Background: an optimization exercise with open tools, aiming at small area, a short achievable clock period and few clock cycles. Do not read the settings as production practice. RTL that was checked went through simulation tests only; none was proved equivalent to the original. No functional check of the RTL was part of runs 1 to 4. No run shown here takes its clock network from TritonCTS; it comes from the design's own scripts or RTL. No driver is modelled on the clock port, so clock power and skew are understated where the tree is cut down; a real chip needs a root buffer or a tree. No activity file was given, so power comes from the tool's default toggle rates.

## flow/design.v

```verilog
module ME(
    input clk,
    input rst_n,
    input block_valid,
    input area_valid,
    input [7:0] in_data,
    output logic out_valid,
    output logic signed [2:0] out_vector
);
logic [7:0] pix [0:12];
always_ff @(posedge clk) begin
    pix[0] <= in_data;
    for (int d = 1; d < 13; d++) pix[d] <= pix[d-1];
end
logic bv;
always_ff @(posedge clk) bv <= block_valid;
logic [7:0] nblk [0:15];
always_ff @(posedge clk)
    if (bv) begin
        for (int k = 0; k < 15; k++) nblk[k] <= nblk[k+1];
        nblk[15] <= ~pix[0];
    end
logic [7:0] adv [0:15];
logic       adc [0:15];
always_ff @(posedge clk)
    for (int k = 0; k < 16; k++)
        {adc[k], adv[k]} <= {1'b0, pix[12 - 4*(k/4)]} + {1'b0, nblk[k]};
logic [3:0] pd0 [0:14];
logic [3:0] pd1 [0:14];
logic [3:0] pd2 [0:14];
logic       kc1 [0:14];
logic       kc2 [0:14];
function automatic [3:0] topmask(input integer s);
    integer m, k;
    m = (255 * (s + 1)) >> 8;
    k = 0;
    while (k < m) k = 2 * k + 1;
    topmask = k;
endfunction
always_ff @(posedge clk)
    for (int s = 0; s < 15; s++) begin
        logic [11:0] t;
        logic [4:0] q0;
        logic [4:0] q1;
        logic [4:0] q2;
        t = {4'd0, adv[s] ^ {8{~adc[s]}}};
        q0 = {1'b0, (s == 0 ? 4'd0 : pd0[s-1])} + {1'b0, t[3:0]} + {4'd0, adc[s]};
        q1 = {1'b0, (s == 0 ? 4'd0 : pd1[s-1])} + {1'b0, t[7:4]} + {4'd0, (s == 0 ? 1'b0 : kc1[s-1])};
        q2 = {1'b0, (s == 0 ? 4'd0 : pd2[s-1])} + {1'b0, t[11:8]} + {4'd0, (s == 0 ? 1'b0 : kc2[s-1])};
        pd0[s] <= q0[3:0];
        kc1[s] <= q0[4];
        pd1[s] <= q1[3:0];
        kc2[s] <= q1[4];
        pd2[s] <= q2[3:0] & topmask(s);
    end
logic [11:0] sad;
always_ff @(posedge clk)
    sad <= {pd2[14], pd1[14], pd0[14]} + ({11'd0, kc1[14]} << 4) + ({11'd0, kc2[14]} << 8)
           + {4'd0, adv[15] ^ {8{~adc[15]}}} + {11'd0, adc[15]};
logic [5:0] idx;
logic v0, v1, v2;
always_ff @(posedge clk, negedge rst_n)
    if (!rst_n) begin
        v0 <= 1'b0;
        v1 <= 1'b0;
        v2 <= 1'b0;
    end else begin
        v0 <= area_valid;
        v1 <= v0;
        v2 <= v1;
    end
always_ff @(posedge clk)
    idx <= bv ? 6'd0 : idx + {5'd0, v2};
wire win_ok = v2 && idx[5:3] >= 3'd3 && idx[2:0] >= 3'd3;
wire first  = idx == 6'd27;
logic [11:0] nmin;    
wire better = first || sad < ~nmin;
logic [2:0] min_x, min_y;
wire [2:0] cur_x = idx[2:0] - 3'd5;    
wire [2:0] cur_y = 3'd5 - idx[5:3];    
always_ff @(posedge clk)
    if (win_ok && better) begin
        nmin    <= ~sad;
        min_x   <= cur_x;
        min_y   <= cur_y;
    end
wire last = v2 && idx == 6'd63;
logic second;
always_ff @(posedge clk, negedge rst_n)
    if (!rst_n) begin
        out_valid  <= 1'b0;
        second     <= 1'b0;
        out_vector <= 3'd0;
    end else begin
        second    <= last;
        out_valid <= last || second;
        if (last)
            out_vector <= better ? cur_x : min_x;
        else if (second)
            out_vector <= min_y;
        else
            out_vector <= 3'd0;
    end
endmodule
```

## flow/flow/run.sh

```bash
#!/bin/bash
# The standard layout, except for clock tree synthesis: after placement
# flow/cts_manual.tcl builds the clock tree (see mcts.tcl), then the
# standard flow continues from it. Each step's output goes to its own log.
set -euo pipefail
here=$(pwd)
bash standard.sh place > make_place.log 2>&1
bash standard.sh run RUN_SCRIPT="$here/flow/cts_manual.tcl" RUN_LOG_NAME_STEM=4_1_cts_manual \
    MCTS_LEAVES=24 MCTS_ROOT=clkinv_16 MCTS_LEAF=clkinv_8 > make_cts.log 2>&1
bash standard.sh finish > make_finish.log 2>&1
```

## flow/flow/cts_manual.tcl

```tcl
# The CTS step of ORFS's cts.tcl, with a two-level clock tree built by
# mcts.tcl in place of TritonCTS: the clock port drives four root
# inverters, each root drives a group of leaf inverters, and each leaf
# drives a cluster of flip-flops. Every flip-flop sees two inversions.
utl::set_metrics_stage "cts__{}"
source $::env(SCRIPTS_DIR)/load.tcl
erase_non_stage_variables cts
load_design 3_place.odb 3_place.sdc

source [file join [file dirname [info script]] mcts.tcl]
set_dont_use $::env(DONT_USE_CELLS)
manual_cts $::env(MCTS_LEAVES) sky130_fd_sc_hd__$::env(MCTS_ROOT) sky130_fd_sc_hd__$::env(MCTS_LEAF) 4
set_propagated_clock [all_clocks]

log_cmd estimate_parasitics -placement
report_clock_latency
set_placement_padding -global \
  -left $::env(CELL_PAD_IN_SITES_DETAIL_PLACEMENT) \
  -right $::env(CELL_PAD_IN_SITES_DETAIL_PLACEMENT)
detailed_placement
log_cmd estimate_parasitics -placement

repair_timing_helper
detailed_placement
check_placement -verbose
report_clock_latency

report_metrics 4 "cts final"
orfs_write_db $::env(RESULTS_DIR)/4_1_cts.odb
orfs_write_sdc $::env(RESULTS_DIR)/4_cts.sdc
```

## flow/flow/mcts.tcl

```tcl
proc outpin {inst} {
  foreach it [$inst getITerms] {
    if {[$it isOutputSignal]} { return $it }
  }
}
# manual two-level clock tree: clk -> root buffer -> K leaf buffers -> flops
proc manual_cts {K rootcell leafcell {R 1}} {
  set db [ord::get_db]
  set block [ord::get_db_block]
  set clknet [$block findNet clk]
  set sinks {}
  foreach it [$clknet getITerms] {
    lappend sinks $it
  }
  # sink locations
  set pts {}
  foreach it $sinks {
    set inst [$it getInst]
    set bb [$inst getBBox]
    lappend pts [list [expr {([$bb xMin]+[$bb xMax])/2}] [expr {([$bb yMin]+[$bb yMax])/2}]]
  }
  set n [llength $pts]
  # k-means init: spread over sorted-by-x/y grid
  set cx {}; set cy {}
  for {set k 0} {$k < $K} {incr k} {
    set p [lindex $pts [expr {($k * $n) / $K}]]
    lappend cx [lindex $p 0]; lappend cy [lindex $p 1]
  }
  # balanced-ish kmeans with capacity
  set cap [expr {int(ceil(double($n) / $K * 1.15))}]
  for {set iter 0} {$iter < 30} {incr iter} {
    set assign {}
    set cnt [lrepeat $K 0]
    # order points by distance to nearest center to make capacity fair
    set order {}
    for {set i 0} {$i < $n} {incr i} {
      set p [lindex $pts $i]
      set best 1e18
      for {set k 0} {$k < $K} {incr k} {
        set d [expr {abs([lindex $p 0]-[lindex $cx $k]) + abs([lindex $p 1]-[lindex $cy $k])}]
        if {$d < $best} {set best $d}
      }
      lappend order [list $i $best]
    }
    set order [lsort -real -index 1 $order]
    set assign [lrepeat $n -1]
    foreach o $order {
      set i [lindex $o 0]
      set p [lindex $pts $i]
      set ds {}
      for {set k 0} {$k < $K} {incr k} {
        lappend ds [list $k [expr {abs([lindex $p 0]-[lindex $cx $k]) + abs([lindex $p 1]-[lindex $cy $k])}]]
      }
      foreach kd [lsort -real -index 1 $ds] {
        set k [lindex $kd 0]
        if {[lindex $cnt $k] < $cap} {
          lset assign $i $k
          lset cnt $k [expr {[lindex $cnt $k] + 1}]
          break
        }
      }
    }
    set sx [lrepeat $K 0.0]; set sy [lrepeat $K 0.0]
    for {set i 0} {$i < $n} {incr i} {
      set k [lindex $assign $i]; set p [lindex $pts $i]
      lset sx $k [expr {[lindex $sx $k] + [lindex $p 0]}]
      lset sy $k [expr {[lindex $sy $k] + [lindex $p 1]}]
    }
    for {set k 0} {$k < $K} {incr k} {
      if {[lindex $cnt $k] > 0} {
        lset cx $k [expr {int([lindex $sx $k] / [lindex $cnt $k])}]
        lset cy $k [expr {int([lindex $sy $k] / [lindex $cnt $k])}]
      }
    }
  }
  puts "manual_cts: $n sinks, $K clusters, sizes $cnt"
  # root buffer at the clock port
  set bterm [$block findBTerm clk]
  set bb [$bterm getBBox]
  set px [expr {([$bb xMin]+[$bb xMax])/2}]; set py [expr {([$bb yMin]+[$bb yMax])/2}]
  # centroid of leaf centers
  set mx 0; set my 0
  for {set k 0} {$k < $K} {incr k} { set mx [expr {$mx + [lindex $cx $k]}]; set my [expr {$my + [lindex $cy $k]}] }
  set mx [expr {$mx / $K}]; set my [expr {$my / $K}]
  set rootm [$db findMaster $rootcell]
  set leafm [$db findMaster $leafcell]
  # group the leaf centers into R groups by angle around their centroid
  set grp {}
  for {set k 0} {$k < $K} {incr k} {
    set ang [expr {atan2([lindex $cy $k]-$my, [lindex $cx $k]-$mx)}]
    lappend grp [list $k $ang]
  }
  set grp [lsort -real -index 1 $grp]
  for {set r 0} {$r < $R} {incr r} { set members($r) {} }
  set idx 0
  foreach g $grp {
    set r [expr {($idx * $R) / $K}]
    lappend members($r) [lindex $g 0]
    incr idx
  }
  for {set r 0} {$r < $R} {incr r} {
    set sx 0; set sy 0
    foreach k $members($r) { set sx [expr {$sx + [lindex $cx $k]}]; set sy [expr {$sy + [lindex $cy $k]}] }
    set nm [llength $members($r)]
    # root sits between the group's centroid and the die centroid
    set rx [expr {($sx / $nm + $mx) / 2}]; set ry [expr {($sy / $nm + $my) / 2}]
    set root [odb::dbInst_create $block $rootm "mcts_root_$r"]
    $root setLocation [expr {int($rx)}] [expr {int($ry)}]
    $root setPlacementStatus PLACED
    set rootnet [odb::dbNet_create $block "mcts_root_net_$r"]
    $rootnet setSigType CLOCK
    [$root findITerm A] connect $clknet
    [outpin $root] connect $rootnet
    foreach k $members($r) {
      set lb [odb::dbInst_create $block $leafm "mcts_leaf_$k"]
      $lb setLocation [lindex $cx $k] [lindex $cy $k]
      $lb setPlacementStatus PLACED
      set ln [odb::dbNet_create $block "mcts_leaf_net_$k"]
      $ln setSigType CLOCK
      [$lb findITerm A] connect $rootnet
      [outpin $lb] connect $ln
      set leafnets($k) $ln
    }
  }
  for {set i 0} {$i < $n} {incr i} {
    set it [lindex $sinks $i]
    $it disconnect
    $it connect $leafnets([lindex $assign $i])
  }
}
```

## flow/standard.sh

```bash
#!/bin/bash
# synth_recipe.tcl (not shown) runs the flow's synth.tcl, then flattens the netlist and writes it again
# the make line also repeats each setting of config.mk as NAME=value (left out here)
make -C /OpenROAD-flow-scripts/flow DESIGN_CONFIG=/design/flow/config.mk WORK_HOME=/design/flow/orfs CLKGATE_MAP_FILE= SYNTH_SCRIPT=/design/flow/synth_recipe.tcl "${@:-finish}"
```

## flow/config.mk

```make
export PLATFORM = sky130hd
export DESIGN_NAME = ME
export DESIGN_NICKNAME = ME
export VERILOG_FILES = /design/flow/design.v
export SDC_FILE = /design/flow/constraint.sdc
export NUM_CORES = 8
export LEC_CHECK = 0
export ABC_CLOCK_PERIOD_IN_PS = 1900
export CAP_MARGIN = 20
export CORE_MARGIN = 2
export CORE_UTILIZATION = 60
export SETUP_SLACK_MARGIN = 3.6
export SLEW_MARGIN = 20
export TNS_END_PERCENT = 100
```

## flow/constraint.sdc

```tcl
create_clock -name core_clock -period 5.5 [get_ports {clk}]
set_input_delay 1.1000 -clock core_clock [delete_from_list [all_inputs] [get_ports {clk}]]
set_output_delay 1.1000 -clock core_clock [all_outputs]
set_load 0.01 [all_outputs]
```

==> results of run 1 <==
## placed cells by master (no fill, tap or decap), types with 4 or more instances in the layout
| cell | count |
|---|---|
| dfxtp_1 | 432 |
| ha_1 | 258 |
| xnor2_1 | 252 |
| edfxtp_1 | 146 |
| inv_1 | 119 |
| a21o_1 | 93 |
| a21oi_1 | 70 |
| nand2_1 | 58 |
| nor2_1 | 57 |
| buf_4 | 54 |
| xor2_1 | 52 |
| a21oi_2 | 42 |
| fa_1 | 38 |
| o21bai_1 | 26 |
| o21ai_0 | 26 |
| clkinv_8 | 24 |
| fa_2 | 22 |
| dfxtp_4 | 21 |
| o21ai_1 | 20 |
| nor3_1 | 16 |
| o41ai_2 | 16 |
| mux2i_1 | 11 |
| clkdlybuf4s50_1 | 11 |
| nand3_1 | 10 |
| nand2b_1 | 10 |
| nor2b_1 | 10 |
| dfrtp_1 | 8 |
| mux2_2 | 7 |
| ha_2 | 7 |
| dfxtp_2 | 6 |
| ha_4 | 5 |
| xnor2_2 | 4 |
| clkinv_16 | 4 |
| buf_2 | 4 |
| buf_6 | 4 |
## metrics by stage
| step | hold slack [ns] | util, % | instance area (µm²) | cells |
|---|---|---|---|---|
| detailed placement | 0.312 | 63.2 | 25300 | 2412 |
| floorplan | 0.310 | - | 24500 | 1887 |
| global placement | 0.310 | 63.2 | 25300 | 2412 |
| finish | 0.318 | 67.1 | 26800 | 2499 |
| global route | 0.326 | 67.1 | 26800 | 2499 |
## flip-flops by register name (all words and copies together), names as in the netlist, 14 cells and up
register and cells:
pix 104, adv 128, kc2 14, pd1 60, pd2 43, kc1 15
nblk 128, adc 16, pd0 60
## cell type report
class	count	area (µm²)	area share [%]
Tap cell	525	657	2.45
Timing Repair Buffer	76	656	2.44
Sequential cell	613	13900	51.6
Inverter	150	968	3.61
Multi-Input combinational cell	1135	10700	39.9
## cells by family after synthesis
group | after synthesis | synth area share, %
XOR/XNOR | 310 | 11.1
adder cells (fa/ha/maj) | 330 | 18.7
buffers and inverters | 139 | 2.15
flip-flops | 613 | 56.3
AO/OA/AOI/OAI | 305 | 7.83
AND/OR/NAND/NOR | 172 | 3.10
multiplexers | 18 | 0.773
## path summary, 6_finish.rpt
kind	depth (start not counted)	end	slack [ns]	from
worst max-delay path	9	sad[10]	3.18	adc[15]
worst min-delay path	0	pix[4][2]	0.32	pix[3][2]
worst max register to register	9	sad[10]	3.18	adc[15]
worst min register to register	0	pix[4][2]	0.32	pix[3][2]
max in group asynchronous	1	out_vector[2]	4.12	rst_n
min in group asynchronous	1	v1	1.13	rst_n
## routing by layer
| metal | vias to the layer above | wire length, µm |
|---|---|---|
| met3 | 40 | 832 |
| met1 | 6174 | 20400 |
| met5 | - | 0 |
| li1 | 6555 | - |
| met2 | 91 | 19500 |
| met4 | 0 | 672 |
## where the power goes
group	internal, µW	total [µW]	switching [µW]
clock	245	1670	1420
combinational	2480	4840	2360
sequential	5830	6480	652
## worst reg2reg max path, delay by kind of cell (launching register included)
family                     cells  cell delay, ns
AOI/OAI and AO/OA              4            0.85
DFF                            1            0.38
xor gates and xnor gates       2            0.29
adders and majority gates      2            0.71
buffers and inverters          1            0.05
==> metrics.md, run 1 <==
| Metric | Value |
|---|---|
| Critical path endpoint category | flip-flop |
| CP required | 5.67 ns |
| Most frequently used flop master after synthesis | dfxtp_1 |
| Remaining antenna violation count | 0 |
| Mapped Nets | 2,229 |
| Setup TNS | 0 ns |
| Final setup vio count | 0 |
| I/O pin cnt | 16 |
| GPL Wtd Cong | 0.789 |
| Asr flop ratio synth | 1.31% |
| Sequential element share of the synthesized area | 56.3% |
| Row count | 73 |
| Initial core utilization | 61.1% |
| CP max stage cell | fa_1 |
| Global route hottest layer | met2 |
| Slew Limit Headroom | 42.1% |
| Area Overhead vs Synth | 9.77% |
| Met1 Use GR | 28.0% |
| Worst-path cell chain | xor2_2 > fa_1 > inv_2 > ha_4 > o21a_4 > a2111oi_4 > o21bai_1 > a21oi_1 > xnor2_1 |
| Synth warnings | 10 |
| Drt via density | 5.15 |
| Clock transition at the registers of the reported paths | 0.11 ns |
| Worst path buffer plus inverter count | 1 |
| Yosys top cell by area | dfxtp_1 |
| Iter 0 DRT Violations | 532 |
| WL/cell | 16.6 µm |
| Die Footprint | 42,400 µm² |
| FILL cells | 2,952 |
| Chip Height | 206 µm |
| CP Max Fanout | 6 |
| Mapped Avg Cell Area | 13.0 µm² |
| Slowest stage delay, CP | 0.49 ns |
| IO Port Bufs | 15 |
| Skew final | 0.0489 ns |
| Dominant cells by area after synthesis | dfxtp_1, edfxtp_1, ha_1 |
| GRT Resource Usage Total | 19.5% |
| Skew-Pair Late Insertion Delay | 0.23 ns |
| Yosys cell types | 38 |
| Final Slew Violations | 0 |
| Most frequent cell after synthesis | dfxtp_1 |
| Largest net degree at the start of global routing | 66 |
| Design Power | 13,000 µW |
| Worst EP arrival | 2.49 ns |
| Critical path type | flip-flop to flip-flop |
| Pwr Density | 484 nW/µm² |
| Via count | 12,900 |
| M3 GR Usage | 1.36% |
| Crit path launch type | flip-flop |
| WL final | 41,500 µm |
| Fin. Hold Viols | 0 |
| Synth Instances | 1,887 |
| Core ar. | 40,000 µm² |
| Die Wd | 206 µm |
| Worst vdd ir | 0.000255 V |
| CP top delay family | compound AO/OA/AOI/OAI gates |
| Number of flops mapped to enable cells by yosys | 146 |
| Share of cells above drive strength 1 | 12.3% |
| Fmax | 431 MHz |
| Antenna Cells | 0 |
| HPWL Detailed | 30,600 µm |
| Worst slack, placed | 2.93 ns |
| RSZ-0062 raised after global routing | yes |
| Met2 Use GR | 33.4% |
| FF+latch count, synth | 613 |
| Worst hold path class | flip-flop to flip-flop |
| Final worst-path cycle share | 42.2% |
| NumNets Final | 2,318 |
| Worst slew pin tran | 0.869 ns |
| First-pass GRT wire length | 66,000 µm |
| Post-layout minimum cycle time | 2.32 ns |
| Congestion Overflow GR | 0 |
| Worst setup margin | 3.18 ns |
| Top-area cell type share of the netlist area | 37.6% |
| Number of global-route vias before repair | 13,000 |
| Max-cap violations | 0 |
| Static Leakage | 0.0115 µW |
| Initial antenna violation count | 0 |
| First-pass iteration count of the detailed router | 4 |
| Status | finished clean |
| Post-synth top cells | dfxtp_1, ha_1, xnor2_1 |
| DRC | 0 |
| Cell Area, Synth | 24,500 µm² |
==> run 2, diff against run 1 <==
--- a/flow/design.v
+++ b/flow/design.v
@@ -25,11 +25,11 @@
 always_ff @(posedge clk)
     for (int k = 0; k < 16; k++)
         {adc[k], adv[k]} <= {1'b0, pix[12 - 4*(k/4)]} + {1'b0, nblk[k]};
-logic [3:0] pd0 [0:14];
-logic [3:0] pd1 [0:14];
-logic [3:0] pd2 [0:14];
-logic       kc1 [0:14];
-logic       kc2 [0:14];
+logic [3:0] pd0 [0:15];
+logic [3:0] pd1 [0:15];
+logic [3:0] pd2 [0:15];
+logic       kc1 [0:15];
+logic       kc2 [0:15];
 function automatic [3:0] topmask(input integer s);
     integer m, k;
     m = (255 * (s + 1)) >> 8;
@@ -38,7 +38,7 @@
     topmask = k;
 endfunction
 always_ff @(posedge clk)
-    for (int s = 0; s < 15; s++) begin
+    for (int s = 0; s < 16; s++) begin
         logic [11:0] t;
         logic [4:0] q0;
         logic [4:0] q1;
@@ -53,10 +53,8 @@
         kc2[s] <= q1[4];
         pd2[s] <= q2[3:0] & topmask(s);
     end
-logic [11:0] sad;
-always_ff @(posedge clk)
-    sad <= {pd2[14], pd1[14], pd0[14]} + ({11'd0, kc1[14]} << 4) + ({11'd0, kc2[14]} << 8)
-           + {4'd0, adv[15] ^ {8{~adc[15]}}} + {11'd0, adc[15]};
+wire [11:0] sad_d = {pd2[15], pd1[15], pd0[15]};
+wire [11:0] sad_k = {3'd0, kc2[15], 3'd0, kc1[15], 4'd0};
 logic [5:0] idx;
 logic v0, v1, v2;
 always_ff @(posedge clk, negedge rst_n)
@@ -72,18 +70,27 @@
 always_ff @(posedge clk)
     idx <= bv ? 6'd0 : idx + {5'd0, v2};
 wire win_ok = v2 && idx[5:3] >= 3'd3 && idx[2:0] >= 3'd3;
-wire first  = idx == 6'd27;
-logic [11:0] nmin;    
-wire better = first || sad < ~nmin;
-logic [2:0] min_x, min_y;
 wire [2:0] cur_x = idx[2:0] - 3'd5;    
 wire [2:0] cur_y = 3'd5 - idx[5:3];    
-always_ff @(posedge clk)
-    if (win_ok && better) begin
-        nmin    <= ~sad;
-        min_x   <= cur_x;
-        min_y   <= cur_y;
+logic [11:0] mlag, prev;
+logic        prev_ok, prev_better;
+logic [2:0]  lag_x, lag_y, prev_x, prev_y;
+wire better = win_ok && {1'b0, sad_d} + {1'b0, sad_k} < {1'b0, mlag}
+                     && (!prev_ok || {1'b0, sad_d} + {1'b0, sad_k} < {1'b0, prev});
+always_ff @(posedge clk) begin
+    prev        <= sad_d + sad_k;
+    prev_ok     <= win_ok;
+    prev_better <= better;
+    prev_x      <= cur_x;
+    prev_y      <= cur_y;
+    if (bv)
+        mlag <= 12'hfff;    
+    else if (prev_better) begin
+        mlag  <= prev;
+        lag_x <= prev_x;
+        lag_y <= prev_y;
     end
+end
 wire last = v2 && idx == 6'd63;
 logic second;
 always_ff @(posedge clk, negedge rst_n)
@@ -95,9 +102,9 @@
         second    <= last;
         out_valid <= last || second;
         if (last)
-            out_vector <= better ? cur_x : min_x;
+            out_vector <= better ? cur_x : prev_better ? prev_x : lag_x;
         else if (second)
-            out_vector <= min_y;
+            out_vector <= prev_better ? prev_y : lag_y;
         else
             out_vector <= 3'd0;
     end
==> metrics.md, run 2 <==
| Metric | Value |
|---|---|
| Leading cell type in the layout, fill and taps excluded | dfxtp_1 |
| NumNets Final | 2,457 (+6.0%) |
| Via count | 13,400 (+4.2%) |
| Core ar. | 42,100 µm² (+5.3%) |
| Design Power | 13,300 µW (+2.7%) |
| Most frequently used flop master after synthesis | dfxtp_1 |
| Largest net degree at the start of global routing | 89 (+35%) |
| GRT Resource Usage Total | 20.0% (+0.52 points) |
| Top-area cell type share of the netlist area | 38.4% (+0.84 points) |
| Dominant cells by area after synthesis | dfxtp_1, edfxtp_1, ha_1 |
| Initial core utilization | 61.0% (-0.16 points) |
| Post-layout instance area | 27,600 µm² (+2.8%) |
| FF+latch count, synth | 635 (+3.6%) |
| Synth Instances | 2,050 (+8.6%) |
| IO Port Bufs | 15 (unchanged) |
| Drt via density | 5.07 (-1.5%) |
| Critical path endpoint category | flip-flop |
| Final Slew Violations | 0 (unchanged) |
| Clock transition at the registers of the reported paths | 0.10 ns (about the same) |
| Worst path buffer plus inverter count | 0 (-1) |
| First-pass GRT wire length | 70,900 µm (+7.4%) |
| Slowest stage delay, CP | 0.35 ns (-0.14 ns) |
| Most frequent cell after synthesis | dfxtp_1 |
| Congestion Overflow GR | 0 (unchanged) |
| Mapped Avg Cell Area | 12.5 µm² (-3.3%) |
| Die Footprint | 44,500 µm² (+5.0%) |
| Worst vdd ir | 0.000298 V (+17%) |
| Asr flop ratio synth | 1.26% (-0.045 points) |
| Worst hold path class | flip-flop to flip-flop |
| Synth warnings | 10 (unchanged) |
| Antenna Cells | 0 (unchanged) |
| Yosys top cell by area | dfxtp_1 |
| CP Launch Point | pd2[15][0] |
| Critical path type | flip-flop to flip-flop |
| Die Wd | 211 µm (+2.4%) |
| Sequential element share of the synthesized area | 54.9% (-1.5 points) |
| Status | finished clean |
| I/O pin cnt | 16 (unchanged) |
| Row count | 75 (+2.7%) |
| Share of cells above drive strength 1 | 9.54% (-2.8 points) |
| Commonest cells after routing, fill and taps aside | dfxtp_1, xnor2_1, ha_1 |
| Crit path launch type | flip-flop |
| Crit path depth | 11 (+2) |
| R2r worst-path depth | 11 (+2) |
| Pwr Density | 483 nW/µm² (about the same) |
| Worst EP arrival | 2.67 ns (+0.18 ns) |
| Number of flops mapped to enable cells by yosys | 134 (-8.2%) |
| CP max stage cell | dfxtp_2 |
| Final worst-path cycle share | 46.7% (+4.5 points) |
| Initial antenna violation count | 1 (+1) |
| Number of global-route vias before repair | 13,800 (+6.3%) |
| RSZ-0062 raised after global routing | yes |
| GPL Wtd Cong | 0.820 (+3.8%) |
| CP Max Fanout | 4 (-2) |
| Mapped Nets | 2,399 (+7.6%) |
| Static Leakage | 0.0120 µW (+3.9%) |
| Skew final | 0.0278 ns (-0.0211 ns) |
| DP Area | 26,500 µm² (+4.7%) |
| Worst slew pin tran | 1.06 ns (+0.191 ns) |
| CP required | 5.60 ns (-0.07 ns) |
| WL final | 43,400 µm (+4.8%) |
| Max-cap violations | 0 (unchanged) |
| R2r endpoint | out_vector[0] |
| Remaining antenna violation count | 0 (unchanged) |
| First-pass iteration count of the detailed router | 4 (unchanged) |
| R2r startpoint | pd2[15][0] |
| Fin. Hold Viols | 0 (unchanged) |
| Final setup vio count | 0 (unchanged) |
| Iter 0 DRT Violations | 539 (+1.3%) |
| Yosys cell types | 41 (+7.9%) |
| CP endpoint | out_vector[0] |
| Worst-path cell chain | ha_4 > and3_4 > a31oi_4 > xnor2_2 > ha_1 > a211o_1 > o211ai_2 > o2111a_2 > nand4_4 > mux2i_1 > o21ai_1 |
| Fmax | 389 MHz (-9.7%) |
| Skew-Pair Late Insertion Delay | 0.23 ns (about the same) |
| Area Overhead vs Synth | 7.43% |
| Cell Area, Synth | 25,700 µm² (+5.0%) |
| Worst reg-to-reg setup slack | 2.93 ns (-0.25 ns) |
| Slew Limit Headroom | 29.3% (-13 points) |
| Post-synth top cells | dfxtp_1, xnor2_1, ha_1 |
| Post-layout minimum cycle time | 2.57 ns (+0.250 ns) |
| WL/cell | 16.4 µm (-0.99%) |
| DRC | 0 (unchanged) |
| Chip Height | 211 µm (+2.4%) |
| CP top delay family | compound AO/OA/AOI/OAI gates |
| HPWL Detailed | 33,400 µm (+9.2%) |
| Setup TNS | 0 ns (unchanged) |
==> run 2: changes by cell type after synthesis, moves of 14 or more <==
cell,before,now
a21o_1,93,68
a21oi_1,112,89
buf_2,0,17
dfxtp_1,459,493
inv_1,121,192
nand2b_1,11,36
nor2b_1,11,38
o21ai_1,0,20
o21bai_1,26,12
o41ai_1,16,0
o41ai_2,0,16
xnor2_1,256,280
xor2_1,54,34
==> run 2: worst min path at each step <==
stage               startpoint          to  slack [ns]  cells after the start
floorplan               kc2[1]      pd2[2]        0.31                      0
global placement     pix[7][7]   pix[8][7]        0.31                      0
detailed placement  pix[10][3]  pix[11][3]        0.31                      0
CTS                 pix[11][0]  pix[12][0]        0.33                      0
global route        pix[11][0]  pix[12][0]        0.34                      0
finish              pix[11][0]  pix[12][0]        0.32                      0
==> run 2: power by group <==
part | switching, µW | internal (µW)
Combinational | 2450 | 2420
Clock | 1470 | 245
Sequential | 734 | 6020
==> run 2: cell type report <==
| class | count | area, µm² |
|---|---|---|
| timing repair buffer | 48 | 398 |
| inverter | 220 | 1230 |
| sequential | 635 | 14200 |
| fill | 3190 | 14500 |
| multi-input combinational | 1203 | 11100 |
| tap | 539 | 674 |
==> run 2: worst reg2reg max path: cells and delay by family, from the launching register on <==
family | cells | cell delay (ns)
AOI/OAI and AO/OA | 5 | 0.89
xor gates and xnor gates | 1 | 0.17
adders and majority gates | 2 | 0.54
DFF | 1 | 0.35
muxes | 1 | 0.19
and+or+nand+nor | 2 | 0.31
==> run 2: cells by family after synthesis <==
kind of cell,after synthesis,share of synthesized area [%]
buffers and inverters,212,3.18
AND/OR/NAND/NOR,240,4.56
multiplexers,25,1.04
flip-flops,635,54.9
adder cells (fa/ha/maj),337,18.2
XOR/XNOR,314,10.7
AO/OA/AOI/OAI,287,7.46
==> run 2: through the flow <==
stage	hold slack (ns)	utilization (%)	instances	setup slack (ns)
5_1_grt	0.336	65.5	2645	2.81
3_5_place_dp	0.312	62.8	2585	2.88
3_3_place_gp	0.310	62.8	2585	2.93
2_1_floorplan	0.310	-	2050	3.12
6_report	0.323	65.5	2645	2.93
==> run 2: metal layers <==
metal / wire length [µm] / GRT usage, %
met4: 805 / 3.13
met3: 921 / 1.59
met1: 20300 / 27.0
met2: 21400 / 36.1
met5: 0 / 0
==> run 3, diff against run 2 <==
--- a/flow/design.v
+++ b/flow/design.v
@@ -55,30 +55,33 @@
     end
 wire [11:0] sad_d = {pd2[15], pd1[15], pd0[15]};
 wire [11:0] sad_k = {3'd0, kc2[15], 3'd0, kc1[15], 4'd0};
+logic [11:0] sad;
+always_ff @(posedge clk) sad <= sad_d + sad_k;
 logic [5:0] idx;
-logic v0, v1, v2;
+logic v0, v1, v2, v3;
 always_ff @(posedge clk, negedge rst_n)
     if (!rst_n) begin
         v0 <= 1'b0;
         v1 <= 1'b0;
         v2 <= 1'b0;
+        v3 <= 1'b0;
     end else begin
         v0 <= area_valid;
         v1 <= v0;
         v2 <= v1;
+        v3 <= v2;
     end
 always_ff @(posedge clk)
-    idx <= bv ? 6'd0 : idx + {5'd0, v2};
-wire win_ok = v2 && idx[5:3] >= 3'd3 && idx[2:0] >= 3'd3;
+    idx <= bv ? 6'd0 : idx + {5'd0, v3};
+wire win_ok = v3 && idx[5:3] >= 3'd3 && idx[2:0] >= 3'd3;
 wire [2:0] cur_x = idx[2:0] - 3'd5;    
 wire [2:0] cur_y = 3'd5 - idx[5:3];    
 logic [11:0] mlag, prev;
 logic        prev_ok, prev_better;
 logic [2:0]  lag_x, lag_y, prev_x, prev_y;
-wire better = win_ok && {1'b0, sad_d} + {1'b0, sad_k} < {1'b0, mlag}
-                     && (!prev_ok || {1'b0, sad_d} + {1'b0, sad_k} < {1'b0, prev});
+wire better = win_ok && sad < mlag && (!prev_ok || sad < prev);
 always_ff @(posedge clk) begin
-    prev        <= sad_d + sad_k;
+    prev        <= sad;
     prev_ok     <= win_ok;
     prev_better <= better;
     prev_x      <= cur_x;
@@ -91,7 +94,7 @@
         lag_y <= prev_y;
     end
 end
-wire last = v2 && idx == 6'd63;
+wire last = v3 && idx == 6'd63;
 logic second;
 always_ff @(posedge clk, negedge rst_n)
     if (!rst_n) begin
==> metrics.md, run 3 <==
| Metric | Value |
|---|---|
| Status | finished clean |
| Worst EP arrival | 2.53 ns (-0.14 ns) |
| Max-cap violations | 0 (unchanged) |
| FF+latch count, synth | 648 (+2.0%) |
| Largest net degree at the start of global routing | 59 (-34%) |
| Final worst-path cycle share | 43.9% (-2.8 points) |
| Congestion Overflow GR | 0 (unchanged) |
| Pwr Density | 469 nW/µm² (-2.9%) |
| Static Leakage | 0.0120 µW (+0.11%) |
| Post-synth top cells | dfxtp_1, ha_1, xnor2_1 |
| Placed Cells incl. Taps | 2,560 (-0.97%) |
| Chip Height | 211 µm (about the same) |
| Top-area cell type share of the netlist area | 39.4% (+0.97 points) |
| WL/cell | 16.0 µm (-2.6%) |
| CP Max Fanout | 4 (unchanged) |
| Commonest cells after routing, fill and taps aside | dfxtp_1, xnor2_1, ha_1 |
| Design Power | 13,000 µW (-2.5%) |
| Highest routed layer | met4 |
| Crit path launch type | flip-flop |
| Die Footprint | 44,500 µm² (about the same) |
| Skew-Pair Late Insertion Delay | 0.24 ns (about the same) |
| Clock transition at the registers of the reported paths | 0.11 ns (about the same) |
| Slew Limit Headroom | 45.6% (+16 points) |
| Met2 WL | 19,200 µm (-11%) |
| Dominant cells by area after synthesis | dfxtp_1, edfxtp_1, ha_1 |
| Initial antenna violation count | 0 (-1) |
| Core ar. | 42,100 µm² (unchanged) |
| Mapped Avg Cell Area | 12.7 µm² (+1.2%) |
| Multi-input gate area | 11,100 µm² (-0.53%) |
| Yosys top cell by area | dfxtp_1 |
| Fin. Hold Viols | 0 (unchanged) |
| CP required | 5.61 ns (about the same) |
| GRT Resource Usage Total | 19.1% (-0.97 points) |
| FF/Latch Area | 14,400 µm² (+2.0%) |
| HPWL Detailed | 31,200 µm (-6.5%) |
| First-pass iteration count of the detailed router | 4 (unchanged) |
| Synth Instances | 2,025 (-1.2%) |
| Number of global-route vias before repair | 13,600 (-1.8%) |
| Fmax | 414 MHz (+6.3%) |
| Synth warnings | 10 (unchanged) |
| Worst hold path class | flip-flop to flip-flop |
| Final Slew Violations | 0 (unchanged) |
| Initial core utilization | 60.9% (about the same) |
| Share of cells above drive strength 1 | 10.2% (+0.66 points) |
| Row count | 75 (unchanged) |
| Via count | 13,400 (-0.32%) |
| Iter 0 DRT Violations | 529 (-1.9%) |
| Setup TNS | 0 ns (unchanged) |
| First-pass GRT wire length | 69,100 µm (-2.5%) |
| Skew final | 0.0294 ns (+0.00163 ns) |
| Mapped Nets | 2,374 (-1.0%) |
| IO Port Bufs | 15 (unchanged) |
| NumNets Final | 2,439 (-0.73%) |
| Worst vdd ir | 0.000295 V (-0.91%) |
| GPL Wtd Cong | 0.768 (-6.3%) |
| I/O pin cnt | 16 (unchanged) |
| Cell Area, Synth | 25,700 µm² (about the same) |
| Antenna Cells | 0 (unchanged) |
| Remaining antenna violation count | 0 (unchanged) |
| Post-route insts no fill | 2,627 (-0.68%) |
| Die Wd | 211 µm (about the same) |
| Routed met3 length | 871 µm (-5.4%) |
| RSZ-0062 raised after global routing | yes |
| Final setup vio count | 0 (unchanged) |
| Worst slew pin tran | 0.817 ns (-0.243 ns) |
| Final Util | 65.7% (+0.25 points) |
| FILL cells | 3,204 (+0.44%) |
| Post-layout minimum cycle time | 2.42 ns (-0.152 ns) |
| WL final | 42,000 µm (-3.2%) |
| Most frequent cell after synthesis | dfxtp_1 |
| Yosys cell types | 41 (unchanged) |
| Critical path endpoint category | flip-flop |
| Area Overhead vs Synth | 7.92% |
| Drt via density | 5.09 (+0.36%) |
| DRC | 0 (unchanged) |
| Met1 wire length | 21,300 µm (+4.9%) |
| Leading cell type in the layout, fill and taps excluded | dfxtp_1 |
| Critical path type | flip-flop to flip-flop |
| Most frequently used flop master after synthesis | dfxtp_1 |
| Number of flops mapped to enable cells by yosys | 134 (unchanged) |
| Asr flop ratio synth | 1.39% (+0.13 points) |
| Sequential element share of the synthesized area | 55.9% (+1.1 points) |
run 3: path summary, 6_finish.rpt:
check	startpoint	to	slack, ns	cells after the start
max	sad[9]	out_vector[2]	3.08	7
min	pix[11][3]	pix[12][3]	0.32	0
max reg2reg	sad[9]	out_vector[2]	3.08	7
min reg2reg	pix[11][3]	pix[12][3]	0.32	0
max in group asynchronous	rst_n	out_vector[2]	4.08	1
min in group asynchronous	rst_n	v3	1.14	1
run 3: cell type report:
| cell class | count | share of cell area [%] |
|---|---|---|
| Timing Repair Buffer | 56 | 1.58 |
| Sequential cell | 648 | 52.1 |
| Inverter | 179 | 3.90 |
| Multi-Input combinational cell | 1205 | 40.0 |
| Tap cell | 539 | 2.43 |
run 3: logic make-up after synthesis:
family	count (synthesis)	synth area share (%)
DFF	648	55.9
xor gates and xnor gates	314	10.7
adders and majority gates	337	18.2
and+or+nand+nor	235	4.40
buffers and inverters	172	2.54
muxes	22	0.926
AOI/OAI and AO/OA	297	7.27
run 3: metrics by stage:
stage	area (µm²)	hold WS [ns]	worst slack [ns]
detailed placement	26500	0.312	3.11
global placement	26500	0.310	3.15
global route	27700	0.324	3.01
finish	27700	0.318	3.08
floorplan	25700	0.310	3.24
run 3: critical path, stage by stage (launching register included):
cell	delay [ns]
dfxtp_4	0.38
ha_4	0.24
a211oi_2	0.18
o21ai_1	0.10
or4b_4	0.53
or4_4	0.58
o31ai_2	0.19
o21ai_1	0.09
run 3: power breakdown:
| group | switching (µW) | total (µW) | internal, µW | leakage [µW] |
|---|---|---|---|---|
| Combinational | 2130 | 4390 | 2260 | 0.00610 |
| Sequential | 720 | 6880 | 6160 | 0.00568 |
| Clock | 1490 | 1740 | 246 | 0.000211 |
run 3: per-layer routing:
metal  global-route usage (%)  vias to the layer above
met5                        0                        -
met3                     1.23                       41
met1                     28.4                     6277
li1                         -                     6930
met2                     31.4                      113
met4                     3.06                        0
==> run 4, diff against run 3 <==
--- a/flow/flow/run.sh
+++ b/flow/flow/run.sh
@@ -4,7 +4,7 @@
 # standard flow continues from it. Each step's output goes to its own log.
 set -euo pipefail
 here=$(pwd)
-bash standard.sh place > make_place.log 2>&1
+bash standard.sh ADDER_MAP_FILE= place > make_place.log 2>&1
 bash standard.sh run RUN_SCRIPT="$here/flow/cts_manual.tcl" RUN_LOG_NAME_STEM=4_1_cts_manual \
     MCTS_LEAVES=24 MCTS_ROOT=clkinv_16 MCTS_LEAF=clkinv_8 > make_cts.log 2>&1
 bash standard.sh finish > make_finish.log 2>&1
==> metrics.md, run 4 <==
| Metric | Value |
|---|---|
| Setup TNS | 0 ns (unchanged) |
| Number of global-route vias before repair | 14,700 (+7.8%) |
| Most frequently used flop master after synthesis | dfxtp_1 |
| Die Footprint | 44,100 µm² (-0.87%) |
| Remaining antenna violation count | 0 (unchanged) |
| First-pass iteration count of the detailed router | 5 (+1) |
| Final Slew Violations | 0 (unchanged) |
| Commonest cells after routing, fill and taps aside | xnor2_1, dfxtp_1, buf_4 |
| Mapped Avg Cell Area | 11.6 µm² (-8.7%) |
| Yosys top cell by area | dfxtp_1 |
| Worst setup margin | 2.98 ns (-0.0987 ns) |
| Sequential element share of the synthesized area | 56.4% (+0.50 points) |
| Drt via density | 5.19 (+2.1%) |
| Die Wd | 210 µm (-0.44%) |
| CP Max Fanout | 3 (-1) |
| FF/Latch Area | 14,500 µm² (+0.43%) |
| First-pass GRT wire length | 69,700 µm (+0.90%) |
| HPWL Detailed | 27,900 µm (-11%) |
| Multi-input gate area | 11,100 µm² (+0.52%) |
| Worst hold path class | flip-flop to flip-flop |
| Fmax | 398 MHz (-3.9%) |
| Skew final | 0.0333 ns (+0.00387 ns) |
| WL/cell | 14.7 µm (-8.3%) |
| FILL cells | 3,194 (-0.31%) |
| Row count | 75 (unchanged) |
| Share of cells above drive strength 1 | 17.7% (+7.5 points) |
| Final setup vio count | 0 (unchanged) |
| GRT Resource Usage Total | 18.8% (-0.26 points) |
| Pwr Density | 469 nW/µm² (-0.21%) |
| Largest net degree at the start of global routing | 73 (+24%) |
| NumNets Final | 2,355 (-3.4%) |
| Top-area cell type share of the netlist area | 39.7% (+0.35 points) |
| WL final | 42,300 µm (+0.50%) |
| Dominant cells by area after synthesis | dfxtp_1, xnor2_1, edfxtp_1 |
| Clock transition at the registers of the reported paths | 0.11 ns (about the same) |
| Worst EP arrival | 2.65 ns (+0.12 ns) |
| GPL Wtd Cong | 0.774 (+0.74%) |
| Number of flops mapped to enable cells by yosys | 134 (unchanged) |
| Congestion Overflow GR | 0 (unchanged) |
| Most frequent cell after synthesis | xnor2_1 |
| Synth Instances | 2,198 (+8.5%) |
| Initial antenna violation count | 0 (unchanged) |
| Post-synth top cells | xnor2_1, dfxtp_1, nand2_1 |
| Fin. Hold Viols | 0 (unchanged) |
| Leading cell type in the layout, fill and taps excluded | xnor2_1 |
| Synth warnings | 10 (unchanged) |
| Area Overhead vs Synth | 12.2% |
| Mapped Nets | 2,210 (-6.9%) |
| Critical path endpoint category | flip-flop |
| DRC | 0 (unchanged) |
| R2r worst-path depth | 7 (unchanged) |
| Final worst-path cycle share | 45.7% (+1.8 points) |
| Skew-Pair Late Insertion Delay | 0.23 ns (about the same) |
| Slew Limit Headroom | 50.0% (+4.5 points) |
| Iter 0 DRT Violations | 644 (+22%) |
| Worst hold slack | 0.328 ns (+0.00969 ns) |
| Worst vdd ir | 0.000233 V (-21%) |
| Static Leakage | 0.0104 µW (-13%) |
| Chip Height | 210 µm (-0.44%) |
| Crit path launch type | flip-flop |
| Core ar. | 41,900 µm² (-0.45%) |
| Worst slack, placed | 2.71 ns (-0.398 ns) |
| IO Port Bufs | 15 (unchanged) |
| Max-cap violations | 0 (unchanged) |
| Asr flop ratio synth | 1.39% (unchanged) |
| Critical path type | flip-flop to flip-flop |
| CP required | 5.63 ns (+0.02 ns) |
| Cell Area, Synth | 25,400 µm² (-0.89%) |
| Post-layout instance area | 28,500 µm² (+3.1%) |
| Final Util | 68.1% (+2.3 points) |
| Status | finished clean |
| Antenna Cells | 0 (unchanged) |
| FF+latch count, synth | 648 (unchanged) |
| Via count | 15,000 (+12%) |
| Initial core utilization | 60.7% (-0.27 points) |
| RSZ-0062 raised after global routing | yes |
| Yosys cell types | 52 (+27%) |
| Worst slew pin tran | 0.749 ns (-0.0679 ns) |
| WHS Path Cells | 0 (unchanged) |
| DP Area | 26,300 µm² (-0.65%) |
| Post-layout minimum cycle time | 2.52 ns (+0.0987 ns) |
| I/O pin cnt | 16 (unchanged) |
-- run 4: final timing paths --
| check | startpoint | end | slack (ns) |
|---|---|---|---|
| worst min register to register | pix[3][2] | pix[4][2] | 0.33 |
| worst max register to register | nblk[0][0] | adc[0] | 2.98 |
| min in group asynchronous | rst_n | out_vector[0] | 1.16 |
| worst max-delay path | nblk[0][0] | adc[0] | 2.98 |
| max in group asynchronous | rst_n | second | 4.05 |
| worst min-delay path | pix[3][2] | pix[4][2] | 0.33 |
-- run 4: per-layer routing --
layer / track usage [%] / up-vias / routed length [µm]
met3: 1.17 / 60 / 866
met2: 33.5 / 143 / 20400
met1: 25.6 / 7123 / 20100
met5: 0 / - / 0
li1: - / 7635 / -
met4: 3.52 / 0 / 869
-- run 4: kinds of logic after synthesis --
| family | share of synthesized area [%] |
|---|---|
| flip-flops | 56.4 |
| XOR/XNOR | 22.1 |
| AND/OR/NAND/NOR | 5.99 |
| AO/OA/AOI/OAI | 6.96 |
| adder cells (fa/ha/maj) | 5.83 |
| buffers and inverters | 2.13 |
| multiplexers | 0.541 |
-- run 4: where the power goes --
part           switching [µW]  total [µW]  internal (µW)  leakage [µW]
sequential               1200        7350           6150       0.00569
combinational            1790        4290           2500       0.00451
clock                    1490        1730            247      0.000211
-- run 4: stage by stage --
stage               power (µW)  cells
floorplan                10600   2198
global placement         11400   2694
detailed placement       11500   2694
global route             14300   2880
finish                   13400   2880
-- run 4: layout make-up --
class	instances	area share, %
timing repair buffer	175	5.07
sequential	648	50.8
tap	539	2.36
multi-input combinational	1413	39.0
inverter	105	2.80
-- run 4: worst max-delay path: stages (launching register included) --
cell	delay [ns]
edfxtp_1	0.48
a21oi_2	0.24
o31ai_4	0.08
maj3_2	0.32
maj3_2	0.33
maj3_2	0.33
maj3_2	0.33
maj3_2	0.29
==> run 5, diff against run 4 <==
--- a/flow/design.v
+++ b/flow/design.v
@@ -73,28 +73,31 @@
     end
 always_ff @(posedge clk)
     idx <= bv ? 6'd0 : idx + {5'd0, v3};
-wire win_ok = v3 && idx[5:3] >= 3'd3 && idx[2:0] >= 3'd3;
 wire [2:0] cur_x = idx[2:0] - 3'd5;    
 wire [2:0] cur_y = 3'd5 - idx[5:3];    
-logic [11:0] mlag, prev;
+logic wok, wlast;
+always_ff @(posedge clk) begin
+    wok   <= v2 && (idx + {5'd0, v3}) >= 6'd27 && (idx[2:0] + {2'd0, v3}) >= 3'd3;
+    wlast <= v2 && (idx + {5'd0, v3}) == 6'd63;
+end
+logic [11:0] nmlag, nprev;
 logic        prev_ok, prev_better;
 logic [2:0]  lag_x, lag_y, prev_x, prev_y;
-wire better = win_ok && sad < mlag && (!prev_ok || sad < prev);
+wire better = wok && sad < ~nmlag && (!prev_ok || sad < ~nprev);
 always_ff @(posedge clk) begin
-    prev        <= sad;
-    prev_ok     <= win_ok;
+    nprev       <= ~sad;
+    prev_ok     <= wok;
     prev_better <= better;
     prev_x      <= cur_x;
     prev_y      <= cur_y;
     if (bv)
-        mlag <= 12'hfff;    
+        nmlag <= 12'h000;    
     else if (prev_better) begin
-        mlag  <= prev;
+        nmlag <= nprev;
         lag_x <= prev_x;
         lag_y <= prev_y;
     end
 end
-wire last = v3 && idx == 6'd63;
 logic second;
 always_ff @(posedge clk, negedge rst_n)
     if (!rst_n) begin
@@ -102,9 +105,9 @@
         second     <= 1'b0;
         out_vector <= 3'd0;
     end else begin
-        second    <= last;
-        out_valid <= last || second;
-        if (last)
+        second    <= wlast;
+        out_valid <= wlast || second;
+        if (wlast)
             out_vector <= better ? cur_x : prev_better ? prev_x : lag_x;
         else if (second)
             out_vector <= prev_better ? prev_y : lag_y;
==> metrics.md, run 5 <==
| Metric | Value |
|---|---|
| Most common cell on crit path | maj3_2 |
| Hold Path Origin | pix[7][7] |
| Post-synth top cells | xnor2_1, dfxtp_1, nand2_1 |
| I/O pin cnt | 16 (unchanged) |
| CP max stage cell | edfxtp_1 |
| Initial antenna violation count | 0 (unchanged) |
| Critical path type | flip-flop to flip-flop |
| Iter 0 DRT Violations | 781 (+21%) |
| First-pass GRT wire length | 73,500 µm (+5.4%) |
| Final worst-path cycle share | 41.6% (-4.1 points) |
| Worst slew pin tran | 1.01 ns (+0.259 ns) |
| Fmax | 437 MHz (+9.9%) |
| Area Overhead vs Synth | 14.5% |
| R2r startpoint | nblk[0][1] |
| Worst EP arrival | 2.41 ns (-0.24 ns) |
| Row count | 75 (unchanged) |
| Fin. Hold Viols | 0 (unchanged) |
| Design Power | 13,600 µW (+1.7%) |
| Critical path endpoint category | flip-flop |
| WL/cell | 15.4 µm (+4.8%) |
| NumNets Final | 2,431 (+3.2%) |
| Die Wd | 211 µm (+0.70%) |
| Dominant cells by area after synthesis | dfxtp_1, xnor2_1, edfxtp_1 |
| Multi-input gate area | 11,900 µm² (+7.1%) |
| Leading cell type in the layout, fill and taps excluded | xnor2_1 |
| Mapped Nets | 2,269 (+2.7%) |
| CP required | 5.62 ns (about the same) |
| CP Launch Point | nblk[0][1] |
| Pwr Density | 460 nW/µm² (-1.7%) |
| Sequential element share of the synthesized area | 55.8% (-0.64 points) |
| GPL Wtd Cong | 0.769 (-0.68%) |
| Share of cells above drive strength 1 | 19.2% (+1.5 points) |
| Mapped Avg Cell Area | 11.4 µm² (-1.2%) |
| Final setup vio count | 0 (unchanged) |
| Most frequent cell after synthesis | xnor2_1 |
| Status | finished clean |
| Number of global-route vias before repair | 15,200 (+3.5%) |
| Worst hold path class | flip-flop to flip-flop |
| RSZ-0062 raised after global routing | yes |
| Commonest cells after routing, fill and taps aside | xnor2_1, dfxtp_1, buf_4 |
| Asr flop ratio synth | 1.38% (-0.0043 points) |
| Initial core utilization | 61.1% (+0.45 points) |
| DRC | 0 (unchanged) |
| Max-cap violations | 0 (unchanged) |
| Static Leakage | 0.0106 µW (+1.5%) |
| First-pass iteration count of the detailed router | 5 (unchanged) |
| FILL cells | 3,123 (-2.2%) |
| Congestion Overflow GR | 0 (unchanged) |
| Skew final | 0.0212 ns (-0.0121 ns) |
| Post-layout minimum cycle time | 2.29 ns (-0.227 ns) |
| Skew-Pair Late Insertion Delay | 0.23 ns (about the same) |
| Slew Limit Headroom | 32.7% (-17 points) |
| Most frequently used flop master after synthesis | dfxtp_1 |
| Largest net degree at the start of global routing | 76 (+4.1%) |
| Die Footprint | 44,700 µm² (+1.4%) |
| Yosys cell types | 55 (+5.8%) |
| Slowest stage delay, CP | 0.43 ns (-0.05 ns) |
| GRT Resource Usage Total | 19.7% (+0.95 points) |
| Setup TNS | 0 ns (unchanged) |
| Remaining antenna violation count | 0 (unchanged) |
| FF+latch count, synth | 650 (+0.31%) |
| IO Port Bufs | 15 (unchanged) |
| FF/Latch Area | 14,600 µm² (+0.43%) |
| CP Max Fanout | 3 (unchanged) |
| Number of flops mapped to enable cells by yosys | 134 (unchanged) |
| Final Slew Violations | 0 (unchanged) |
| Via count | 15,700 (+5.0%) |
| Cell Area, Synth | 25,800 µm² (+1.4%) |
| Synth warnings | 10 (unchanged) |
| Yosys top cell by area | dfxtp_1 |
| Worst-path cell chain | o211ai_2 > buf_4 > a211oi_1 > o41a_1 > maj3_2 > maj3_2 > maj3_2 |
| Worst vdd ir | 0.000272 V (+16%) |
| Antenna Cells | 0 (unchanged) |
| Synth Instances | 2,257 (+2.7%) |
| Core ar. | 42,200 µm² (+0.67%) |
| HPWL Detailed | 29,300 µm (+5.0%) |
| Crit path launch type | flip-flop |
| Drt via density | 5.31 (+2.3%) |
| Chip Height | 211 µm (+0.70%) |
| WL final | 45,500 µm (+7.6%) |
| Top-area cell type share of the netlist area | 39.3% (-0.40 points) |
| Clock transition at the registers of the reported paths | 0.10 ns (about the same) |
==> run 5: cell count changes after synthesis, moves of 8 or more <==
cell      before  now
o311ai_0       3   12
or2_2          2   11
inv_1         77   60
xor2_1       108   93
nor3_1        34   42
a22oi_1        8   16
o21ai_0       62   80
nand2_1      137  146
nor2_1        85  107
xnor2_1      534  545
a21oi_1       88   64
maj3_2        17    3
a31oi_1        8   16
and2_1         2   12
==> run 5: metal layers <==
layer	share of wire (%)	GRT usage (%)
met5	0	0
met4	1.6	2.84
met3	2.1	1.39
met2	49	35.3
met1	47	26.9
==> run 5: area by class of cell <==
type	count	area share [%]
multi-input cells	1480	40.3
well taps	539	2.28
repair buffers	199	5.61
flip-flops and latches	650	49.3
inverters	88	2.51
==> run 5: logic make-up (layout without fill, tap and decap cells) <==
kind of cell	after synthesis	in the layout	synth area share [%]
and+or+nand+nor	392	392	6.85
AOI/OAI and AO/OA	294	294	7.52
adders and majority gates	136	136	5.29
muxes	18	18	0.727
DFF	650	650	55.8
buffers and inverters	127	287	1.97
xor gates and xnor gates	640	640	21.8
==> run 5: path summary, 6_finish.rpt <==
path                            endpoint  slack (ns)  cells after the start
max reg2reg                       adc[0]        3.21                      7
max                               adc[0]        3.21                      7
min                            pix[8][7]        0.32                      0
max in group asynchronous  out_vector[1]        4.09                      1
min reg2reg                    pix[8][7]        0.32                      0
min in group asynchronous         second        1.15                      1
==> run 5: metrics by stage <==
step | setup slack [ns] | util (%) | cell area [µm²] | hold WS (ns) | cells
6_report | 3.21 | 70.0 | 29500 | 0.316 | 2956
5_1_grt | 3.11 | 70.0 | 29500 | 0.324 | 2956
3_5_place_dp | 2.86 | 62.8 | 26500 | 0.312 | 2745
3_3_place_gp | 3.00 | 62.8 | 26500 | 0.311 | 2745
2_1_floorplan | 3.35 | - | 26000 | 0.310 | 2257
==> run 5: worst max-delay path, delay by kind of cell, from the launching register on <==
family                     cells  cell delay, ns
adders and majority gates      3            0.92
buffers and inverters          1            0.14
AOI/OAI and AO/OA              3            0.69
DFF                            1            0.43
==> run 5: power breakdown <==
group,switching (µW),internal [µW]
registers,1240,6180
clock network,1500,247
logic,1880,2570
total,4610,8990
Testbench counts of run 5, summed over its fixed seeds: cycles 44,032.
==> run 6, diff against run 5 <==
--- a/flow/flow/run.sh
+++ b/flow/flow/run.sh
@@ -4,7 +4,7 @@
 # standard flow continues from it. Each step's output goes to its own log.
 set -euo pipefail
 here=$(pwd)
-bash standard.sh ADDER_MAP_FILE= place > make_place.log 2>&1
+bash standard.sh place > make_place.log 2>&1
 bash standard.sh run RUN_SCRIPT="$here/flow/cts_manual.tcl" RUN_LOG_NAME_STEM=4_1_cts_manual \
     MCTS_LEAVES=24 MCTS_ROOT=clkinv_16 MCTS_LEAF=clkinv_8 > make_cts.log 2>&1
 bash standard.sh finish > make_finish.log 2>&1
--- a/flow/config.mk
+++ b/flow/config.mk
@@ -9,6 +9,6 @@
 export CAP_MARGIN = 20
 export CORE_MARGIN = 2
 export CORE_UTILIZATION = 60
-export SETUP_SLACK_MARGIN = 3.6
+export SETUP_SLACK_MARGIN = 3.65
 export SLEW_MARGIN = 20
 export TNS_END_PERCENT = 100
==> metrics.md, run 6 <==
| Metric | Value |
|---|---|
| Status | finished clean |
| Yosys top cell by area | dfxtp_1 |
| Static Leakage | 0.0120 µW (+14%) |
| Synth warnings | 10 (unchanged) |
| Critical path type | flip-flop to flip-flop |
| Post-layout minimum cycle time | 1.92 ns (-0.364 ns) |
| Core ar. | 42,800 µm² (+1.3%) |
| GPL Wtd Cong | 0.784 (+2.1%) |
| Slew Limit Headroom | 33.9% (+1.1 points) |
| Iter 0 DRT Violations | 597 (-24%) |
| Final worst-path cycle share | 35.0% (-6.6 points) |
| Critical path endpoint category | flip-flop |
| Cell Area, Synth | 25,800 µm² (+0.11%) |
| Worst setup margin | 3.58 ns (+0.364 ns) |
| Highest routed layer | met4 |
| Area Overhead vs Synth | 8.58% |
| Met2 WL | 19,000 µm (-14%) |
| Initial antenna violation count | 0 (unchanged) |
| Most frequent cell after synthesis | dfxtp_1 |
| Mapped Avg Cell Area | 12.9 µm² (+13%) |
| Number of global-route vias before repair | 13,700 (-9.5%) |
| Remaining antenna violation count | 0 (unchanged) |
| Mapped Nets | 2,354 (+3.7%) |
| FF+latch count, synth | 650 (unchanged) |
| Max-cap violations | 0 (unchanged) |
| Crit path launch type | flip-flop |
| I/O pin cnt | 16 (unchanged) |
| Sequential element share of the synthesized area | 55.7% (-0.062 points) |
| Largest net degree at the start of global routing | 51 (-33%) |
| Routed met3 length | 1040 µm (+8.8%) |
| Post-synth top cells | dfxtp_1, ha_1, xnor2_1 |
| RSZ-0062 raised after global routing | yes |
| Worst EP arrival | 2.09 ns (-0.32 ns) |
| Post-Synth XOR/XNOR Area | 10.7% (-11 points) |
| WL/cell | 15.7 µm (+2.4%) |
| Fmax | 520 MHz (+19%) |
| Initial core utilization | 60.4% (-0.74 points) |
| Pwr Density | 463 nW/µm² (+0.69%) |
| Chip Height | 211 µm (about the same) |
| NumNets Final | 2,441 (+0.41%) |
| Yosys cell types | 42 (-24%) |
| Post-synthesis adder-cell area fraction | 18.0% (+13 points) |
| CP Max Fanout | 2 (-1) |
| Drt via density | 5.07 (-4.5%) |
| First-pass GRT wire length | 68,900 µm (-6.3%) |
| Skew-Pair Late Insertion Delay | 0.23 ns (about the same) |
| First-pass iteration count of the detailed router | 4 (-1) |
| Worst hold path class | flip-flop to flip-flop |
| CP required | 5.66 ns (+0.04 ns) |
| DRC | 0 (unchanged) |
| FILL cells | 3,265 (+4.5%) |
| Final setup vio count | 0 (unchanged) |
| Post-synthesis simple-gate area fraction | 4.31% (-2.5 points) |
| Asr flop ratio synth | 1.38% (unchanged) |
| Worst slew pin tran | 0.990 ns (-0.0172 ns) |
| Mux contribution to synthesized area | 1.34% (+0.61 points) |
| Final Slew Violations | 0 (unchanged) |
| Dominant cells by area after synthesis | dfxtp_1, edfxtp_1, ha_1 |
| WL final | 41,600 µm (-8.6%) |
| Skew final | 0.0235 ns (+0.00231 ns) |
| Fin. Hold Viols | 0 (unchanged) |
| Top-area cell type share of the netlist area | 39.3% (-0.044 points) |
| Met1 wire length | 20,500 µm (-4.8%) |
| Congestion Overflow GR | 0 (unchanged) |
| Via count | 13,400 (-15%) |
| IO Port Bufs | 15 (unchanged) |
| Worst slack, placed | 3.30 ns (+0.441 ns) |
| Largest family of logic cells by synthesized area | adder cells |
| Complex-gate fraction of the synthesized area | 7.46% (-0.062 points) |
| Antenna Cells | 0 (unchanged) |
| HPWL Detailed | 30,400 µm (+3.6%) |
| Number of flops mapped to enable cells by yosys | 134 (unchanged) |
| Die Wd | 211 µm (about the same) |
| Most frequently used flop master after synthesis | dfxtp_1 |
| Leading cell type in the layout, fill and taps excluded | dfxtp_1 |
| Setup TNS | 0 ns (unchanged) |
| Commonest cells after routing, fill and taps aside | dfxtp_1, xnor2_1, ha_1 |
| Row count | 76 (+1.3%) |
| Die Footprint | 44,700 µm² (+0.11%) |
| Worst vdd ir | 0.000257 V (-5.3%) |
| Share of cells above drive strength 1 | 12.6% (-6.7 points) |
| Synth Instances | 2,008 (-11%) |
| Clock transition at the registers of the reported paths | 0.10 ns (about the same) |
| GRT Resource Usage Total | 19.0% (-0.77 points) |
[run 6: cell count changes in the layout (fill, tap and decap cells not counted), sizes merged, moves of 48 or more]
cell and change:
inv +86, ha +273, maj3 -136, xnor2 -275, fa +61, a21o +84, nand2 -111, buf -119
xor2 -48
[run 6: metal layers]
metal | global-route usage, % | vias up
li1 | - | 6910
met1 | 27.3 | 6319
met2 | 32.0 | 98
met3 | 1.48 | 63
met4 | 3.50 | 0
met5 | 0 | -
[run 6: critical path: stages, from the launching register on]
cell	delay, ns
edfxtp_1	0.47
ha_2	0.23
buf_4	0.13
a21o_1	0.16
a21oi_2	0.17
nor2b_1	0.06
o21a_1	0.19
o41ai_2	0.28
xnor2_1	0.16
[run 6: cell families after synthesis]
group	Yosys count
AOI/OAI and AO/OA	285
xor gates and xnor gates	315
adders and majority gates	334
buffers and inverters	168
DFF	650
muxes	33
and+or+nand+nor	223
[run 6: worst paths after layout]
check                       startpoint            end  slack [ns]  cells after the start
hold reg to reg              pix[6][6]      pix[7][6]        0.31                      0
setup / recovery           nblk[11][0]     adv[11][7]        3.58                      8
setup reg to reg           nblk[11][0]     adv[11][7]        3.58                      8
hold / removal               pix[6][6]      pix[7][6]        0.31                      0
max in group asynchronous        rst_n  out_vector[0]        4.07                      1
min in group asynchronous        rst_n             v3        1.14                      1
[run 6: power breakdown]
| group | switching, µW | internal [µW] |
|---|---|---|
| logic | 2060 | 2290 |
| registers | 735 | 6170 |
| clock network | 1500 | 246 |
[run 6: stage by stage]
step           hold slack, ns  instances  utilization [%]  area, µm²  power, µW
3_5_place_dp            0.312       2549             62.1      26600      11200
6_report                0.312       2639             65.5      28000      13000
3_3_place_gp            0.310       2549             62.1      26600      11100
5_1_grt                 0.306       2639             65.5      28000      14100
2_1_floorplan           0.310       2008                -      25900      10100
[run 6: cell type report]
class / count / area (µm²) / area share, %
Tap cell: 546 / 683 / 2.44
Timing Repair Buffer: 79 / 637 / 2.27
Multi-Input combinational cell: 1190 / 11200 / 39.8
Sequential cell: 650 / 14500 / 51.7
Inverter: 174 / 1060 / 3.79
==> run 7, diff against run 6 <==
--- a/flow/config.mk
+++ b/flow/config.mk
@@ -9,6 +9,6 @@
 export CAP_MARGIN = 20
 export CORE_MARGIN = 2
 export CORE_UTILIZATION = 60
-export SETUP_SLACK_MARGIN = 3.65
+export SETUP_SLACK_MARGIN = 3.75
 export SLEW_MARGIN = 20
 export TNS_END_PERCENT = 100
==> metrics.md, run 7 <==
| Metric | Value |
|---|---|
| Worst hold path class | flip-flop to flip-flop |
| CP Max Fanout | 2 (unchanged) |
| Sequential element share of the synthesized area | 55.7% (unchanged) |
| Skew-Pair Late Insertion Delay | 0.24 ns (about the same) |
| Congestion Overflow GR | 0 (unchanged) |
| I/O pin cnt | 16 (unchanged) |
| Mapped Avg Cell Area | 12.9 µm² (unchanged) |
| Yosys cell types | 42 (unchanged) |
| Slew Limit Headroom | 60.1% (+26 points) |
| Final worst-path cycle share | 35.2% (+0.17 points) |
| Asr flop ratio synth | 1.38% (unchanged) |
| Design Power | 13,200 µW (+1.8%) |
| Final Slew Violations | 0 (unchanged) |
| Routed met3 length | 1060 µm (+2.2%) |
| FILL cells | 3,175 (-2.8%) |
| Number of flops mapped to enable cells by yosys | 134 (unchanged) |
| Met2 WL | 20,500 µm (+7.9%) |
| CP endpoint | adv[11][7] |
| WL/cell | 16.0 µm (+1.7%) |
| Pwr Density | 458 nW/µm² (-1.1%) |
| Leading cell type in the layout, fill and taps excluded | dfxtp_1 |
| Row count | 76 (unchanged) |
| Critical path type | flip-flop to flip-flop |
| Final Util | 67.5% (+1.9 points) |
| Cell Area, Synth | 25,800 µm² (unchanged) |
| Static Leakage | 0.0123 µW (+2.6%) |
| DRC | 0 (unchanged) |
| Synth warnings | 10 (unchanged) |
| DP Area | 26,600 µm² (+0.13%) |
| GPL Wtd Cong | 0.820 (+4.5%) |
| Post-layout instance area | 28,900 µm² (+2.9%) |
| Yosys top cell by area | dfxtp_1 |
| Most frequent cell after synthesis | dfxtp_1 |
| Commonest cells after routing, fill and taps aside | dfxtp_1, xnor2_1, ha_1 |
| Initial core utilization | 60.4% (unchanged) |
| Area Overhead vs Synth | 11.7% |
| Highest routed layer | met4 |
| Skew final | 0.0299 ns (+0.00637 ns) |
| Status | finished clean |
| Via count | 13,600 (+1.7%) |
| Chip Height | 211 µm (unchanged) |
| Drt via density | 5.06 (-0.26%) |
| Top-area cell type share of the netlist area | 39.3% (unchanged) |
| Clock transition at the registers of the reported paths | 0.11 ns (about the same) |
| Mapped Nets | 2,354 (unchanged) |
| Die Wd | 211 µm (unchanged) |
| Remaining antenna violation count | 0 (unchanged) |
| R2r endpoint | adv[11][7] |
| Dominant cells by area after synthesis | dfxtp_1, edfxtp_1, ha_1 |
| Worst slew pin tran | 0.598 ns (-0.393 ns) |
| Critical path endpoint category | flip-flop |
| Initial antenna violation count | 0 (unchanged) |
| Antenna Cells | 0 (unchanged) |
| Worst EP arrival | 2.09 ns (about the same) |
| CP required | 5.66 ns (about the same) |
| WL final | 43,100 µm (+3.7%) |
| Fmax | 517 MHz (-0.49%) |
| Post-layout minimum cycle time | 1.93 ns (+0.00955 ns) |
| GRT Resource Usage Total | 19.4% (+0.41 points) |
| Core ar. | 42,800 µm² (unchanged) |
| R2r worst-path depth | 7 (-1) |
| NumNets Final | 2,494 (+2.2%) |
| Number of global-route vias before repair | 13,900 (+1.6%) |
| RSZ-0062 raised after global routing | yes |
| Most frequently used flop master after synthesis | dfxtp_1 |
| Worst vdd ir | 0.000302 V (+18%) |
| Share of cells above drive strength 1 | 17.4% (+4.9 points) |
| Iter 0 DRT Violations | 578 (-3.2%) |
| FF+latch count, synth | 650 (unchanged) |
| First-pass iteration count of the detailed router | 5 (+1) |
| Synth Instances | 2,008 (unchanged) |
| Met1 wire length | 20,900 µm (+1.8%) |
| Die Footprint | 44,700 µm² (unchanged) |
| R2r startpoint | nblk[11][1] |
| Largest net degree at the start of global routing | 60 (+18%) |
| Setup TNS | 0 ns (unchanged) |
| Fin. Hold Viols | 0 (unchanged) |
| IO Port Bufs | 15 (unchanged) |
| Worst reg-to-reg setup slack | 3.57 ns (about the same) |
| CP Launch Point | nblk[11][1] |
| HPWL Detailed | 30,900 µm (+1.8%) |
| First-pass GRT wire length | 70,100 µm (+1.9%) |
| Final setup vio count | 0 (unchanged) |
| Crit path launch type | flip-flop |
| Max-cap violations | 0 (unchanged) |
| Post-synth top cells | dfxtp_1, ha_1, xnor2_1 |
==> run 7: cell counts after synthesis <==
No cell type changed its count.
==> run 7: routing by layer <==
metal | global-route usage (%) | up-vias
li1 | - | 7020
met1 | 27.6 | 6423
met2 | 33.5 | 131
met3 | 1.77 | 50
met4 | 2.06 | 0
met5 | 0 | -
==> run 7: where the power goes <==
part / switching [µW] / internal [µW]
registers: 749 / 6180
logic: 2130 / 2430
clock network: 1490 / 245
==> run 7: cell type report <==
type	count	area [µm²]	share of cell area, %
timing repair buffer	132	1080	3.75
sequential	650	14500	50.3
multi-input combinational	1190	11500	39.9
tap	546	683	2.37
inverter	174	1070	3.69
==> run 7: cells by family after synthesis <==
group / Yosys count / share of synthesized area [%]
flip-flops: 650 / 55.7
AND/OR/NAND/NOR: 223 / 4.31
buffers and inverters: 168 / 2.52
AO/OA/AOI/OAI: 285 / 7.46
XOR/XNOR: 315 / 10.7
adder cells (fa/ha/maj): 334 / 18.0
multiplexers: 33 / 1.34
==> run 7: how the worst min path moves through the flow <==
stage | cells after the start | end | from | slack [ns]
2_1_floorplan | 0 | pd2[2] | kc2[1] | 0.31
3_3_place_gp | 0 | pix[8][6] | pix[7][6] | 0.31
6_report | 0 | pix[6][5] | pix[5][5] | 0.30
5_1_grt | 0 | pix[6][5] | pix[5][5] | 0.31
3_5_place_dp | 0 | pix[2][3] | pix[1][3] | 0.31
4_1_cts | 0 | pix[6][5] | pix[5][5] | 0.30
==> run 7: worst max-delay path, stage by stage, from the launching register on <==
cell and delay, ns:
edfxtp_1 0.48, ha_1 0.32, a21o_1 0.20, a21oi_2 0.17
nor2b_1 0.07, o21a_1 0.19, o41ai_2 0.27, xnor2_1 0.17
==> run 7: per-stage QoR <==
step	setup slack, ns	hold WS [ns]	std cells
after floorplan	3.57	0.310	2008
after global placement	3.48	0.310	2549
after detailed placement	3.46	0.312	2549
after global routing	3.48	0.308	2692
final	3.57	0.304	2692

Setup slack of run 7, layout unchanged: 3.566 ns with ideal ports, 3.449 ns with driving cells assumed (clock clkbuf_16, inputs buf_2), 3.566 ns with port delays also shifted by the 0.444 ns mid clock arrival.
